This design comes from an exercise in tuning for small area on the open sky130 flow, not from production work. The RTL was checked by simulation tests, not by an equivalence proof against the original design. Power and IR drop assume default switching activity.

===== flow/run.sh =====
#!/bin/bash
# synth_recipe.tcl (not shown) runs the flow's synth.tcl, then flattens the netlist and writes it again
# the make line also repeats each setting of config.mk as NAME=value (left out here)
make -C /OpenROAD-flow-scripts/flow DESIGN_CONFIG=/design/flow/config.mk WORK_HOME=/design/flow/orfs CLKGATE_MAP_FILE= SYNTH_SCRIPT=/design/flow/synth_recipe.tcl finish

===== flow/design.v =====
module gm(
    input wire clk_1mhz, input wire rst,
    input wire [10:0] btn_in,
    output wire piezo_out,
    output wire [7:0] led_out,
    output wire [7:0] seg_out,
    output wire [7:0] seg_arr_out,
    output wire [7:0] seg_sel_out,
    output wire servo_out,
    output wire [3:0] led_red_out,
    output wire [3:0] led_green_out,
    output wire [3:0] led_blue_out,
    output wire [7:0] lcd_data,
    output wire lcd_rs,
    output wire lcd_rw,
    output wire lcd_en
);
reg [3:0] bv;
reg [1:0] btn_sync;
always @(posedge clk_1mhz or posedge rst) begin
    if (rst) begin
        bv <= 4'hf;
        btn_sync <= 2'b00;
    end else begin
        case (btn_in)
            11'b000_0000_0001: bv <= 4'd0;
            11'b000_0000_0010: bv <= 4'd1;
            11'b000_0000_0100: bv <= 4'd2;
            11'b000_0000_1000: bv <= 4'd3;
            11'b000_0001_0000: bv <= 4'd4;
            11'b000_0010_0000: bv <= 4'd5;
            11'b000_0100_0000: bv <= 4'd6;
            11'b000_1000_0000: bv <= 4'd7;
            11'b001_0000_0000: bv <= 4'd8;
            11'b010_0000_0000: bv <= 4'd9;
            11'b100_0000_0000: bv <= 4'd10;
            default:           bv <= 4'hf;
        endcase
        btn_sync <= {btn_sync[0], ~&bv};
    end
end
wire btn_edge  = (btn_sync == 2'b01);
wire start_btn = btn_edge && (bv == 4'd9);
wire mole_btn  = btn_edge && !bv[3];
reg        done, sec_posedge, running;
reg [5:0]  timer;
reg [2:0]  state;
reg [1:0]  stage;
reg [1:0]  lives;
reg        sc3;             
reg [3:0]  sc2, sc1, sc0;   
reg [1:0]  bs1;             
reg [3:0]  bs0;             
reg        hs3;
reg [3:0]  hs2, hs1, hs0;   
reg        hsu;
reg [1:0]  sync_trig;
reg [3:0]  g_clk;
reg [9:0]  g_ms;
reg        st_chg;          
wire en = (state == 3'd2) && running;
reg        act;
reg [3:0]  pre;
reg [15:0] lfsr1, lfsr2;
reg        show1, show2;
reg [2:0]  pos1, pos2;
reg [9:0]  dc1, dc2;
wire [8:0] r1 = lfsr1[9:1];
wire [8:0] r2 = lfsr2[9:1];
wire hit = (show1 && (pos1 == bv[2:0])) || (show2 && (pos2 == bv[2:0]));
reg        gsm_trig;
reg [3:0]  gsm_flag;
reg        snd_trig;
reg [2:0]  snd_mode;
reg [1:0]  tsync;
reg        ssync;
reg        rbc, ssp;
reg        playing;
wire bs_nz = (bs1 != 2'd0) || (bs0 != 4'd0);
wire [3:0] end_flag = bs_nz ? 4'b1101 : (stage != 2'd3) ? 4'b1100 : 4'b1110;
always @(posedge clk_1mhz or posedge rst) begin
    if (rst) begin
        gsm_trig <= 1'b0;
        gsm_flag <= 4'd0;
        snd_trig <= 1'b0;
        snd_mode <= 3'd0;
        tsync <= 2'd0;
        ssync <= 1'b0;
        rbc <= 1'b0;
        ssp <= 1'b0;
    end else begin
        tsync <= {tsync[0], running};
        ssync <= sec_posedge;
        case (state)
        3'd1: begin
            gsm_trig <= 1'b0;
            snd_trig <= 1'b0;
            if (start_btn) begin
                gsm_flag <= 4'b0101;
                gsm_trig <= 1'b1;
                rbc <= 1'b1;
            end
            if (rbc) begin
                if (ssync && !playing) begin
                    snd_mode <= (timer == 6'd0) ? 3'b010 : 3'b001;
                    snd_trig <= 1'b1;
                end
                if (tsync == 2'b10) begin
                    gsm_flag <= 4'b1010;
                    gsm_trig <= 1'b1;
                end
            end
        end
        3'd2: begin
            gsm_trig <= 1'b0;
            snd_trig <= 1'b0;
            rbc <= 1'b0;
            ssp <= 1'b0;
            if (lives != 2'd0) begin
                if (mole_btn) begin
                    gsm_flag <= hit ? 4'b0001 : 4'b0010;
                    snd_mode <= hit ? 3'b011 : 3'b100;
                    gsm_trig <= 1'b1;
                    snd_trig <= 1'b1;
                end
                if (tsync == 2'b10) begin
                    gsm_flag <= end_flag;
                    gsm_trig <= 1'b1;
                end
            end else if (!done) begin
                gsm_flag <= end_flag;
                gsm_trig <= 1'b1;
            end
        end
        3'd3, 3'd5: begin
            gsm_trig <= 1'b0;
            snd_trig <= 1'b0;
            if (!playing && !ssp) begin
                snd_mode <= {2'b11, ~state[1]};
                snd_trig <= 1'b1;
                ssp <= 1'b1;
            end
            if (start_btn) begin
                gsm_flag <= 4'b1111;
                gsm_trig <= 1'b1;
            end
        end
        3'd4: begin
            gsm_trig <= 1'b0;
            snd_trig <= 1'b0;
            if (!playing) begin
                if (snd_mode != 3'b101) begin
                    snd_mode <= 3'b101;
                    snd_trig <= 1'b1;
                end else begin
                    gsm_flag <= 4'b1000;
                    gsm_trig <= 1'b1;
                end
            end
        end
        default: ;
        endcase
    end
end
wire trig_edge = sync_trig[0] & ~sync_trig[1];
wire sc_wrap = sc3 && (sc2 == 4'd0) && (sc1 == 4'd2) && (sc0 == 4'd3);
wire score_gt = {sc3, sc2, sc1, sc0} > {hs3, hs2, hs1, hs0};
reg [2:0] state_n;
always @(*) begin
    state_n = state;
    if (trig_edge) begin
        case (gsm_flag)
            4'b1000, 4'b1111: state_n = 3'd1;
            4'b1010: state_n = 3'd2;
            4'b1100: state_n = 3'd4;
            4'b1101: state_n = 3'd3;
            4'b1110: state_n = 3'd5;
            default: ;
        endcase
    end
end
always @(posedge clk_1mhz) begin
    if (rst) begin
        done <= 1'b0;
        sec_posedge <= 1'b0;
        running <= 1'b0;
        timer <= 6'd4;
        state <= 3'd1;
        stage <= 2'd1;
        lives <= 2'd3;
        bs1 <= 2'd3; bs0 <= 4'd0;
        sc3 <= 1'b0; sc2 <= 4'd0; sc1 <= 4'd0; sc0 <= 4'd0;
        hs3 <= 1'b0; hs2 <= 4'd0; hs1 <= 4'd0; hs0 <= 4'd0;
        hsu <= 1'b0;
        sync_trig <= 2'b00;
        g_clk <= 4'd0;
        g_ms <= 10'd0;
        st_chg <= 1'b0;
    end else begin
        done <= trig_edge;
        sec_posedge <= 1'b0;
        sync_trig <= {sync_trig[0], gsm_trig};
        state <= state_n;
        st_chg <= (state_n != state);
        if (trig_edge) begin
            case (gsm_flag)
                4'b0001: begin
                    if (sc_wrap) begin
                        sc3 <= 1'b0; sc2 <= 4'd0; sc1 <= 4'd0; sc0 <= 4'd0;
                    end else if (sc0 != 4'd9) begin
                        sc0 <= sc0 + 4'd1;
                    end else begin
                        sc0 <= 4'd0;
                        if (sc1 != 4'd9) begin
                            sc1 <= sc1 + 4'd1;
                        end else begin
                            sc1 <= 4'd0;
                            if (sc2 != 4'd9) begin
                                sc2 <= sc2 + 4'd1;
                            end else begin
                                sc2 <= 4'd0;
                                sc3 <= 1'b1;
                            end
                        end
                    end
                    if (bs_nz) begin
                        if (bs0 != 4'd0) begin
                            bs0 <= bs0 - 4'd1;
                        end else begin
                            bs0 <= 4'd9;
                            bs1 <= bs1 - 2'd1;
                        end
                    end
                end
                4'b0010: begin if (lives != 2'd0) lives <= lives - 2'd1; end
                4'b0101: begin running <= 1'b1; end
                4'b1000: begin
                    timer <= 6'd4;
                    running <= 1'b0;
                    lives <= 2'd3;
                    bs1 <= 2'd3; bs0 <= 4'd0;
                    hsu <= 1'b0;
                end
                4'b1010: begin
                    timer <= 6'd60;
                    running <= 1'b1;
                    hsu <= 1'b0;
                end
                4'b1100: begin
                    stage <= stage + 2'd1;
                    running <= 1'b0;
                    hsu <= 1'b0;
                end
                4'b1101, 4'b1110: begin
                    running <= 1'b0;
                    if (score_gt) begin
                        hs3 <= sc3; hs2 <= sc2; hs1 <= sc1; hs0 <= sc0;
                        hsu <= 1'b1;
                    end
                end
                4'b1111: begin
                    timer <= 6'd4;
                    running <= 1'b0;
                    stage <= 2'd1;
                    lives <= 2'd3;
                    sc3 <= 1'b0; sc2 <= 4'd0; sc1 <= 4'd0; sc0 <= 4'd0;
                    bs1 <= 2'd3; bs0 <= 4'd0;
                    hsu <= 1'b0;
                end
                default: ;
            endcase
        end
        if (running) begin
            if (g_clk != 4'd9) begin
                g_clk <= g_clk + 4'd1;
            end else begin
                g_clk <= 4'd0;
                if (g_ms != 10'd999) begin
                    g_ms <= g_ms + 10'd1;
                end else begin
                    g_ms <= 10'd0;
                    if (timer != 6'd0) begin
                        timer <= timer - 6'd1;
                        sec_posedge <= 1'b1;
                    end else begin
                        running <= 1'b0;
                    end
                end
            end
        end else begin
            g_clk <= 4'd0;
            g_ms <= 10'd0;
        end
    end
end
always @(posedge clk_1mhz or posedge rst) begin
    if (rst) begin
        lfsr1 <= 16'd123;
        lfsr2 <= 16'd456;
    end else begin
        lfsr1 <= {lfsr1[14:0], lfsr1[15] ^ lfsr1[13] ^ lfsr1[12] ^ lfsr1[10]};
        lfsr2 <= {lfsr2[14:0], lfsr2[15] ^ lfsr2[13] ^ lfsr2[12] ^ lfsr2[10]};
    end
end
wire [9:0] dur_m1 = (stage == 2'd2) ? 10'd749 : (stage == 2'd3) ? 10'd499 : 10'd999;
function hide_end(input [9:0] d, input [1:0] stg);
    begin
        case (stg)
            2'd2: hide_end = (d == 10'd0) || (d == 10'd250) || (d == 10'd500);
            2'd3: hide_end = (d == 10'd0) || (d == 10'd200) || (d == 10'd400);
            default: hide_end = (d == 10'd0) || (d == 10'd500);
        endcase
    end
endfunction
wire ms_tick = (pre == 4'd9);
always @(posedge clk_1mhz) begin
    if (!en) begin
        act <= 1'b0;
        pre <= 4'd0;
        show1 <= 1'b0;
        show2 <= 1'b0;
    end else if (!act) begin
        act <= 1'b1;
        pre <= 4'd0;
        show1 <= 1'b1; pos1 <= r1[2:0]; dc1 <= dur_m1;
        show2 <= 1'b1; pos2 <= r2[2:0]; dc2 <= dur_m1;
    end else begin
        pre <= ms_tick ? 4'd0 : pre + 4'd1;
        if (ms_tick) begin
            if (show1) begin
                if (dc1 == 10'd0) begin show1 <= 1'b0; dc1 <= {1'b0, r1}; end
                else dc1 <= dc1 - 10'd1;
            end else begin
                if (hide_end(dc1, stage)) begin show1 <= 1'b1; pos1 <= r1[2:0]; dc1 <= dur_m1; end
                else dc1 <= dc1 - 10'd1;
            end
            if (show2) begin
                if (dc2 == 10'd0) begin show2 <= 1'b0; dc2 <= {1'b0, r2}; end
                else dc2 <= dc2 - 10'd1;
            end else begin
                if (hide_end(dc2, stage)) begin show2 <= 1'b1; pos2 <= r2[2:0]; dc2 <= dur_m1; end
                else dc2 <= dc2 - 10'd1;
            end
        end
    end
end
assign led_out = ({8{show1}} & (8'd1 << pos1)) | ({8{show2}} & (8'd1 << pos2));
reg        ptrig;
reg [2:0]  sidx;
reg [10:0] scnt;
reg [2:0]  lmode;
wire snd_start = snd_trig && !ptrig;
reg [3:0] note;
reg       last;
always @(*) begin
    note = 4'd0;
    case (lmode)
        3'd1: note = 4'd2;
        3'd2: note = 4'd8;
        3'd3: case (sidx) 3'd0: note = 4'd1; default: note = 4'd5; endcase
        3'd4: case (sidx) 3'd1: note = 4'd0; default: note = 4'd3; endcase
        3'd5: case (sidx) 3'd0: note = 4'd1; 3'd1: note = 4'd3; 3'd2: note = 4'd5; default: note = 4'd8; endcase
        3'd6: case (sidx) 3'd0: note = 4'd8; 3'd1: note = 4'd5; 3'd2: note = 4'd3; default: note = 4'd1; endcase
        3'd7: case (sidx) 3'd0: note = 4'd7; 3'd1: note = 4'd3; 3'd2: note = 4'd5; 3'd3: note = 4'd0;
                          3'd4: note = 4'd2; 3'd5: note = 4'd4; default: note = 4'd8; endcase
        default: note = 4'd0;
    endcase
    case (lmode)
        3'd3: last = (sidx == 3'd1);
        3'd4: last = (sidx == 3'd2);
        3'd5, 3'd6: last = (sidx == 3'd3);
        3'd7: last = (sidx == 3'd6);
        default: last = 1'b1;
    endcase
end
always @(posedge clk_1mhz or posedge rst) begin
    if (rst) begin
        playing <= 1'b0;
        ptrig <= 1'b0;
    end else begin
        ptrig <= snd_trig;
        if (snd_start) playing <= 1'b1;
        else if (playing && scnt == 11'd1999 && last) playing <= 1'b0;
    end
end
always @(posedge clk_1mhz) begin
    if (snd_start) begin
        sidx <= 3'd0;
        scnt <= 11'd0;
        lmode <= snd_mode;
    end else begin
        scnt <= (scnt == 11'd1999) ? 11'd0 : scnt + 11'd1;
        if (scnt == 11'd1999) sidx <= sidx + 3'd1;
    end
end
wire [3:0] bmode = playing ? note : 4'd0;
reg [4:0] freq;
always @(*) begin
    case (bmode)
        4'd1: freq = 5'd19;
        4'd2: freq = 5'd17;
        4'd3: freq = 5'd15;
        4'd4: freq = 5'd14;
        4'd5: freq = 5'd13;
        4'd6: freq = 5'd11;
        4'd7: freq = 5'd10;
        4'd8: freq = 5'd9;
        default: freq = 5'd0;
    endcase
end
reg [4:0] pcnt;
reg       pz;
always @(posedge clk_1mhz) begin
    if (freq != 5'd0) begin
        pcnt <= pcnt + 5'd1;
        if (pcnt >= freq) begin
            pz <= ~pz;
            pcnt <= 5'd0;
        end
    end else begin
        pcnt <= 5'd0;
        pz <= 1'b0;
    end
end
assign piezo_out = pz;
reg [3:0] fr, ft;
reg       fh;
reg [2:0] scan;
always @(posedge clk_1mhz or posedge rst) begin
    if (rst) begin
        fr <= 4'd0; ft <= 4'd0; fh <= 1'b0; scan <= 3'd0;
    end else if (fr == 4'd9) begin
        fr <= 4'd0;
        scan <= scan + 3'd1;
        if (ft == 4'd9) begin
            ft <= 4'd0;
            fh <= ~fh;
        end else begin
            ft <= ft + 4'd1;
        end
    end else begin
        fr <= fr + 4'd1;
    end
end
reg [1:0] lives_d;
reg       seg_v;
always @(posedge clk_1mhz or posedge rst) begin
    if (rst) seg_v <= 1'b0;
    else seg_v <= 1'b1;
end
always @(posedge clk_1mhz) lives_d <= lives;
reg [7:0] seg1;
always @(*) begin
    case (lives_d)
        2'd0: seg1 = 8'b00111111;
        2'd1: seg1 = 8'b00000110;
        2'd2: seg1 = 8'b01011011;
        default: seg1 = 8'b01001111;
    endcase
end
assign seg_out = seg_v ? seg1 : 8'd0;
reg [3:0] dval;
reg       dblank;
always @(*) begin
    dval = 4'd0;
    dblank = 1'b0;
    case (scan)
        3'd5: begin dval = {2'b00, bs1}; dblank = (bs1 == 2'd0); end
        3'd4: begin dval = bs0; end
        3'd3: begin dval = {3'b000, sc3}; dblank = !sc3; end
        3'd2: begin dval = sc2; dblank = !sc3 && (sc2 == 4'd0); end
        3'd1: begin dval = sc1; dblank = !sc3 && (sc2 == 4'd0) && (sc1 == 4'd0); end
        3'd0: begin dval = sc0; end
        default: begin dblank = 1'b1; end
    endcase
end
reg [7:0] segd;
always @(*) begin
    case (dval)
        4'd0: segd = 8'b11111100;
        4'd1: segd = 8'b01100000;
        4'd2: segd = 8'b11011010;
        4'd3: segd = 8'b11110010;
        4'd4: segd = 8'b01100110;
        4'd5: segd = 8'b10110110;
        4'd6: segd = 8'b10111110;
        4'd7: segd = 8'b11100000;
        4'd8: segd = 8'b11111110;
        4'd9: segd = 8'b11110110;
        default: segd = 8'b00000000;
    endcase
end
assign seg_arr_out = dblank ? 8'd0 : segd;
assign seg_sel_out = ~(8'd1 << scan);
reg [4:0] pulse;
always @(*) begin
    if (!en) pulse = 5'd15;
    else if (timer >= 6'd60) pulse = 5'd23;
    else if (timer >= 6'd57) pulse = 5'd22;
    else if (timer >= 6'd53) pulse = 5'd21;
    else if (timer >= 6'd49) pulse = 5'd20;
    else if (timer >= 6'd45) pulse = 5'd19;
    else if (timer >= 6'd42) pulse = 5'd18;
    else if (timer >= 6'd38) pulse = 5'd17;
    else if (timer >= 6'd34) pulse = 5'd16;
    else if (timer >= 6'd30) pulse = 5'd15;
    else if (timer >= 6'd27) pulse = 5'd14;
    else if (timer >= 6'd23) pulse = 5'd13;
    else if (timer >= 6'd19) pulse = 5'd12;
    else if (timer >= 6'd15) pulse = 5'd11;
    else if (timer >= 6'd12) pulse = 5'd10;
    else if (timer >= 6'd8)  pulse = 5'd9;
    else if (timer >= 6'd4)  pulse = 5'd8;
    else pulse = 5'd7;
end
wire [4:0] frame5 = (ft[1] ? 5'd20 : ft[0] ? 5'd10 : 5'd0) + {1'b0, fr};
wire servo_d = !fh && (ft < 4'd3) && (frame5 < pulse);
reg servo_q;
always @(posedge clk_1mhz or posedge rst) begin
    if (rst) servo_q <= 1'b0;
    else servo_q <= servo_d;
end
assign servo_out = servo_q;
reg red_q, green_q;
always @(posedge clk_1mhz or posedge rst) begin
    if (rst) begin
        red_q <= 1'b0;
        green_q <= 1'b0;
    end else begin
        red_q <= ((state == 3'd1) && running && (timer != 6'd0)) || (state == 3'd3);
        green_q <= ((state == 3'd1) && running) || (state == 3'd5);
    end
end
assign led_red_out = {4{red_q}};
assign led_green_out = {4{green_q}};
assign led_blue_out = 4'b0000;
localparam L_DELAY = 3'd0, L_FS = 3'd1, L_DO = 3'd2, L_EM = 3'd3,
           L_IDLE = 3'd4, L_CLR = 3'd5, L_L1 = 3'd6, L_L2 = 3'd7;
reg [2:0] lst;
reg [6:0] lcnt;
reg       update_req, prev_hsu;
reg       rs_q, rw_q;
reg [7:0] data_q;
wire lcd_tick = (ft == 4'd4) && (fr == 4'd9);
wire clk_100hz = (ft >= 4'd5);
always @(posedge clk_1mhz or posedge rst) begin
    if (rst) begin
        update_req <= 1'b1;
        prev_hsu <= 1'b0;
    end else begin
        if (st_chg) update_req <= 1'b1;
        if (hsu != prev_hsu) begin
            update_req <= 1'b1;
            prev_hsu <= hsu;
        end else if (lst == L_CLR) update_req <= 1'b0;
    end
end
wire [6:0] lcnt_inc = lcnt + 7'd1;
always @(posedge clk_1mhz or posedge rst) begin
    if (rst) begin
        lst <= L_DELAY;
        lcnt <= 7'd0;
    end else if (lcd_tick) begin
        lcnt <= lcnt_inc;
        case (lst)
            L_DELAY: if (lcnt == 7'd69) begin lst <= L_FS; lcnt <= 7'd0; end
            L_FS:    if (lcnt == 7'd29) begin lst <= L_DO; lcnt <= 7'd0; end
            L_DO:    if (lcnt == 7'd29) begin lst <= L_EM; lcnt <= 7'd0; end
            L_EM:    if (lcnt == 7'd29) begin lst <= L_IDLE; lcnt <= 7'd0; end
            L_IDLE:  if (update_req) begin lst <= L_CLR; lcnt <= 7'd0; end
            L_CLR:   if (lcnt == 7'd1) begin lst <= L_L1; lcnt <= 7'd0; end
            L_L1:    if (lcnt == 7'd19) begin lst <= L_L2; lcnt <= 7'd0; end
            default: if (lcnt == 7'd19) begin lst <= L_IDLE; lcnt <= 7'd0; end
        endcase
    end
end
wire [3:0] hd2 = hs3 ? 4'd9 : hs2;
wire [3:0] hd1 = hs3 ? 4'd9 : hs1;
wire [3:0] hd0 = hs3 ? 4'd9 : hs0;
wire [4:0] ci = lcnt[4:0];
reg [7:0] ch1, ch2;
always @(*) begin
    ch1 = 8'h20;
    case (state)
        3'd1: case (ci) 5'd1: ch1 = "R"; 5'd2: ch1 = "E"; 5'd3: ch1 = "A"; 5'd4: ch1 = "D"; 5'd5: ch1 = "Y"; default: ; endcase
        3'd2: case (ci) 5'd1: ch1 = "P"; 5'd2: ch1 = "L"; 5'd3: ch1 = "A"; 5'd4: ch1 = "Y"; 5'd5: ch1 = "I";
                        5'd6: ch1 = "N"; 5'd7: ch1 = "G"; default: ; endcase
        3'd3: case (ci) 5'd1: ch1 = "G"; 5'd2: ch1 = "A"; 5'd3: ch1 = "M"; 5'd4: ch1 = "E";
                        5'd6: ch1 = "O"; 5'd7: ch1 = "V"; 5'd8: ch1 = "E"; 5'd9: ch1 = "R"; default: ; endcase
        3'd4: case (ci) 5'd1: ch1 = "S"; 5'd2: ch1 = "T"; 5'd3: ch1 = "A"; 5'd4: ch1 = "G"; 5'd5: ch1 = "E";
                        5'd7: ch1 = "C"; 5'd8: ch1 = "L"; 5'd9: ch1 = "E"; 5'd10: ch1 = "A"; default: ; endcase
        3'd5: case (ci) 5'd1: ch1 = "G"; 5'd2: ch1 = "A"; 5'd3: ch1 = "M"; 5'd4: ch1 = "E";
                        5'd6: ch1 = "C"; 5'd7: ch1 = "L"; 5'd8: ch1 = "E"; 5'd9: ch1 = "A"; 5'd10: ch1 = "R"; default: ; endcase
        default: ;
    endcase
    ch2 = 8'h20;
    case (state)
        3'd1, 3'd2: case (ci) 5'd1: ch2 = "S"; 5'd2: ch2 = "T"; 5'd3: ch2 = "A"; 5'd4: ch2 = "G"; 5'd5: ch2 = "E";
                              5'd6: ch2 = ":"; 5'd8: ch2 = {6'b001100, stage}; default: ; endcase
        3'd3, 3'd5: case (ci) 5'd1: ch2 = "B"; 5'd2: ch2 = "E"; 5'd3: ch2 = "S"; 5'd4: ch2 = "T"; 5'd5: ch2 = ":";
                              5'd8: if (hd2 != 4'd0) ch2 = {4'b0011, hd2};
                              5'd9: if (hd2 != 4'd0 || hd1 != 4'd0) ch2 = {4'b0011, hd1};
                              5'd10: ch2 = {4'b0011, hd0};
                              5'd11: if (hsu) ch2 = "*";
                              default: ; endcase
        default: ;
    endcase
end
always @(posedge clk_1mhz or posedge rst) begin
    if (rst) begin
        rs_q <= 1'b1;
        rw_q <= 1'b1;
        data_q <= 8'd0;
    end else if (lcd_tick) begin
        case (lst)
            L_FS:  begin rs_q <= 1'b0; rw_q <= 1'b0; data_q <= 8'b00111100; end
            L_DO:  begin rs_q <= 1'b0; rw_q <= 1'b0; data_q <= 8'b00001100; end
            L_EM:  begin rs_q <= 1'b0; rw_q <= 1'b0; data_q <= 8'b00000110; end
            L_CLR: begin rs_q <= 1'b0; rw_q <= 1'b0; data_q <= 8'b00000001; end
            L_L1:  begin
                rw_q <= 1'b0;
                if (lcnt == 7'd0) begin rs_q <= 1'b0; data_q <= 8'h80; end
                else begin rs_q <= 1'b1; data_q <= ch1; end
            end
            L_L2:  begin
                if (lcnt == 7'd0) begin rs_q <= 1'b0; data_q <= 8'hc0; end
                else begin rs_q <= 1'b1; data_q <= ch2; end
            end
            default: begin rs_q <= 1'b1; rw_q <= 1'b1; data_q <= 8'd0; end
        endcase
    end
end
assign lcd_rs = rs_q;
assign lcd_rw = rw_q;
assign lcd_data = data_q;
assign lcd_en = (lst == L_IDLE) ? 1'b0 : clk_100hz;
endmodule

===== flow/config.mk =====
export PLATFORM = sky130hd
export DESIGN_NAME = gm
export DESIGN_NICKNAME = gm
export VERILOG_FILES = /design/flow/design.v
export SDC_FILE = /design/flow/constraint.sdc
export NUM_CORES = 4
export LEC_CHECK = 0
export ABC_AREA = 1
export CAP_MARGIN = 20
export CORE_MARGIN = 2
export CORE_UTILIZATION = 60
export SLEW_MARGIN = 20

===== flow/constraint.sdc =====
create_clock -name core_clock -period 25.0 [get_ports {clk_1mhz}]
set_input_delay 5.0000 -clock core_clock [delete_from_list [all_inputs] [get_ports {clk_1mhz}]]
set_output_delay 5.0000 -clock core_clock [all_outputs]
set_load 0.01 [all_outputs]

==> run notes <==
* Status: timing/DRC/antenna clean
* Worst path required time at 20.00 ns
* Post-Syn Area at 0.0133 mm^2
* Fmax at ~0.12 GHz
* Cell count after synthesis at about 1800
* Core area at 0.0218 mm^2
* Worst-path clk slew at about 0.06 ns
* CP Launch Type: register
* HP Class: register to register
* Layout Nets at 1927
* DRT Pass-1 Iters at 7
* CP arrival at approximately 3.1 ns
* Placer Congestion at 0.969
* Number of global-route vias before repair at 11249
* LEAKAGE at around 0.0068 uW
* Max-cap violations at 0
* Hold Vio Cnt, Final at 0
* Endpoints failing setup at 0
* Post-synth EDFFs at 29
* Post-layout min period at ~8.1 ns
* Register area share after synthesis at 0.384
* Placed cell count at 2084
* Layout Cells excl Fill at 2128
* YS warnings at 1
* Routed WL at 31800 um
* RSZ-0062 raised after global routing: false
* CTS root buffer: clkbuf_16
* Fillers at approximately 1800
* Reg area at about 0.0051 mm^2
* Layout cells sized above 1 at 0.0682
* Area occupied by multi-input gates at 0.00699 mm^2
* Die width at 153 um
* H-tree depth at 1
* Boundary Pins at 70
* Post-route setup slack at 16.87 ns
* Crit share post-route at 0.325
* Post-cts sizing count at 0
* Ys flop type: dfxtp_1
* Pwr per Cell Area at roughly 56 mW/mm^2
* Slew margin rel. at 0.419
* Crit. End Element: output port
* Placed cell area at around 0.014 mm^2
* Num CTS Buffers at 24
* Via/cell ratio at 5.59
* Clk Latency, worst-skew pair at 0.52 ns
* Max IR drop VDD at roughly 0.058 mV
* Diodes inserted at 0
* Clock tree sinks at 216
* Die height at 153 um
* Worst-path fanout max at 4
* Total die area at 0.0233 mm^2
* Post-route DRC violation count at 0
* Post-DRT Antenna Nets at 0
* Tightest Pin Transition at 0.871 ns
* Initial antenna violation count at 1
* Type of the worst setup path: register to output port
* Floorplan row count at 54
* HPWL Detailed at 23900 um
* First-pass GRT wire length at 54000 um
* Synth cell types at 65
* CTS tree: built
* Average cell area after synthesis at between 7 and 8 um^2
* Clk_skew at 0.00976 ns
* Starting Density at 0.610
* Fin. max-slew vios at 0
* Pre-CTS setup slack at between 15 and 20 ns
* Cts hold-fix bufs at 0
* GRT Residual Overflow at 0
* CTS max path bufs at 3
* Setup bufs post-CTS at 0
* P&R area growth vs syn at 12.4%
* Wirelength per Cell at 15.0 um
* PortBufs at 63
* Synth Register Bits at 216
* Number of DRC markers in iteration 0 at 906
* GRT Overall Usage at 0.272
* Setup TNS at 0 ns
* Largest net degree at the start of global routing at between 70 and 80
* FFs w/ async S/R, synth at 0.426
* DR vias at approximately 12000
* Final Cell Area at between 0.01 and 0.015 mm^2
[flip-flops by register name, summed over array words and instances, names as in the netlist, 4 cells and up]
name	cells
sc1	4
sc0	4
dc2	10
lfsr1	16
g_ms	10
lcnt	7
sc2	4
gsm_flag	4
lfsr2	16
scnt	11
pre	4
bs0	4
ft	4
g_clk	4
data_q	8
timer	6
hs2	4
bv	4
dc1	10
hs1	4
pcnt	5
hs0	4
fr	4
[cells in the mapped netlist (all sizes together) (6+ instances only)]
library cell  count  area share
nor3b            12      0.0075
nand3b            6      0.0034
xnor2            15      0.0099
nor3             51       0.021
o22ai            21      0.0099
edfxtp           29       0.066
o211ai           22       0.012
nor4              9      0.0042
clkbuf           10      0.0028
dfrtp            75        0.14
dfstp            17       0.034
o21ai           129       0.050
o31ai             7      0.0040
inv             257       0.073
nand3           111       0.043
nand4            32       0.016
a21oi           109       0.042
buf              29       0.015
dfxtp            95        0.14
nand2           349        0.10
ha               83       0.078
nor2            205       0.062
a211oi           13      0.0074
xor2             39       0.026
[per-layer routing]
| metal | GRT usage | vias up | share of wire |
|---|---|---|---|
| li1 | - | 5992 | - |
| met1 | 0.389 | 5467 | 0.46 |
| met2 | 0.444 | 394 | 0.45 |
| met3 | 0.0350 | 40 | 0.064 |
| met4 | 0.0639 | 0 | 0.019 |
| met5 | 0 | - | 0 |
[report_power, final]
part | switching, uW | internal [uW] | total (uW)
registers | 13.1 | 369 | 382
clock network | 145 | 232 | 377
logic | 48.1 | 27.5 | 75.6
[worst paths after layout]
check	to	depth (start not counted)	from	slack [ns]
max in group asynchronous	lfsr1[10]$_DFF_PP0_	4	rst	18.58
worst max-delay path	seg_arr_out[4]	13	scan[0]$_DFFE_PP0N_	16.87
worst min-delay path	ssync$_DFF_PP0_	0	sec_posedge$_SDFF_PP0_	0.34
worst min register to register	ssync$_DFF_PP0_	0	sec_posedge$_SDFF_PP0_	0.34
worst max register to register	pz$_SDFFE_PP0P_	19	sidx[1]$_SDFFE_PP0N_	21.71
min in group asynchronous	scan[2]$_DFFE_PP0N_	3	rst	5.14
[placed cells by master (no fill, tap or decap), drive strengths merged, types with 29 or more instances in the layout]
master / n
inv: 259
nand2: 349
nand3: 111
nor3: 51
nand4: 32
nor2: 205
a21oi: 109
clkdlybuf4s50: 63
clkbuf: 33
o21ai: 129
ha: 83
dfrtp: 75
dfxtp: 95
xor2: 39
edfxtp: 29
[critical path, cell delays in order (launching register included)]
cell and delay (ns):
dfrtp_1 0.40, inv_1 0.15, ha_1 0.25, nand2_1 0.13, o22ai_1 0.17, nor2_1 0.06, nand3b_1 0.18, inv_1 0.11
ha_1 0.29, inv_1 0.04, nor2_1 0.13, nor2_1 0.06, nor2_1 0.10, clkdlybuf4s50_1 0.53
[stage by stage]
| stage | power [uW] | util | hold slack (ns) |
|---|---|---|---|
| global placement | 461 | 0.647 | 0.320 |
| CTS | 840 | 0.686 | 0.339 |
| floorplan | 444 | - | 0.316 |
| detailed placement | 464 | 0.647 | 0.335 |
| finish | 835 | 0.686 | 0.341 |
| global route | 868 | 0.686 | 0.342 |
[final cells by class]
| cell class | count | area share |
|---|---|---|
| clock buffers | 33 | 0.0453 |
| inverters | 260 | 0.0658 |
| clock inverters | 11 | 0.0115 |
| flip-flops and latches | 216 | 0.342 |
| multi-input cells | 1262 | 0.468 |
| well taps | 280 | 0.0235 |
| repair buffers | 66 | 0.0438 |
[logic make-up (layout without fill, tap and decap cells)]
kind of cell	Yosys count	after routing	share of synthesized area
flip-flops	216	216	0.384
XOR/XNOR	54	54	0.0356
adder cells (fa/ha/maj)	84	84	0.0798
AO/OA/AOI/OAI	331	331	0.145
other	2	7	0.000566
buffers and inverters	299	370	0.0911
AND/OR/NAND/NOR	786	786	0.265

[re-timing with driven ports]
How much do the figures lean on ideal ports? The routed layout below was timed once more, with nothing changed but the port constraints.
Step 1: set_driving_cell puts a clkbuf_16 on clk_1mhz and a buf_2 on each other input, an assumption about the parent block.
Step 2 times the ports against the registers' clock, not the clock port: input delays grow and output delays shrink by t, the midpoint of the rising clock arrivals with the driver on.
Slacks: ideal / step 1 / step 2; pairs: ideal / step 1.
shift t [ns]: 0.563
setup slack, ns: 16.867 / 16.818 / 17.381
worst slew at a driven data input, ns: 0.05
After both steps this run still meets setup and hold. For this run, drivers alone change the setup slack by -0.049 ns; drivers and shift together by +0.514 ns.
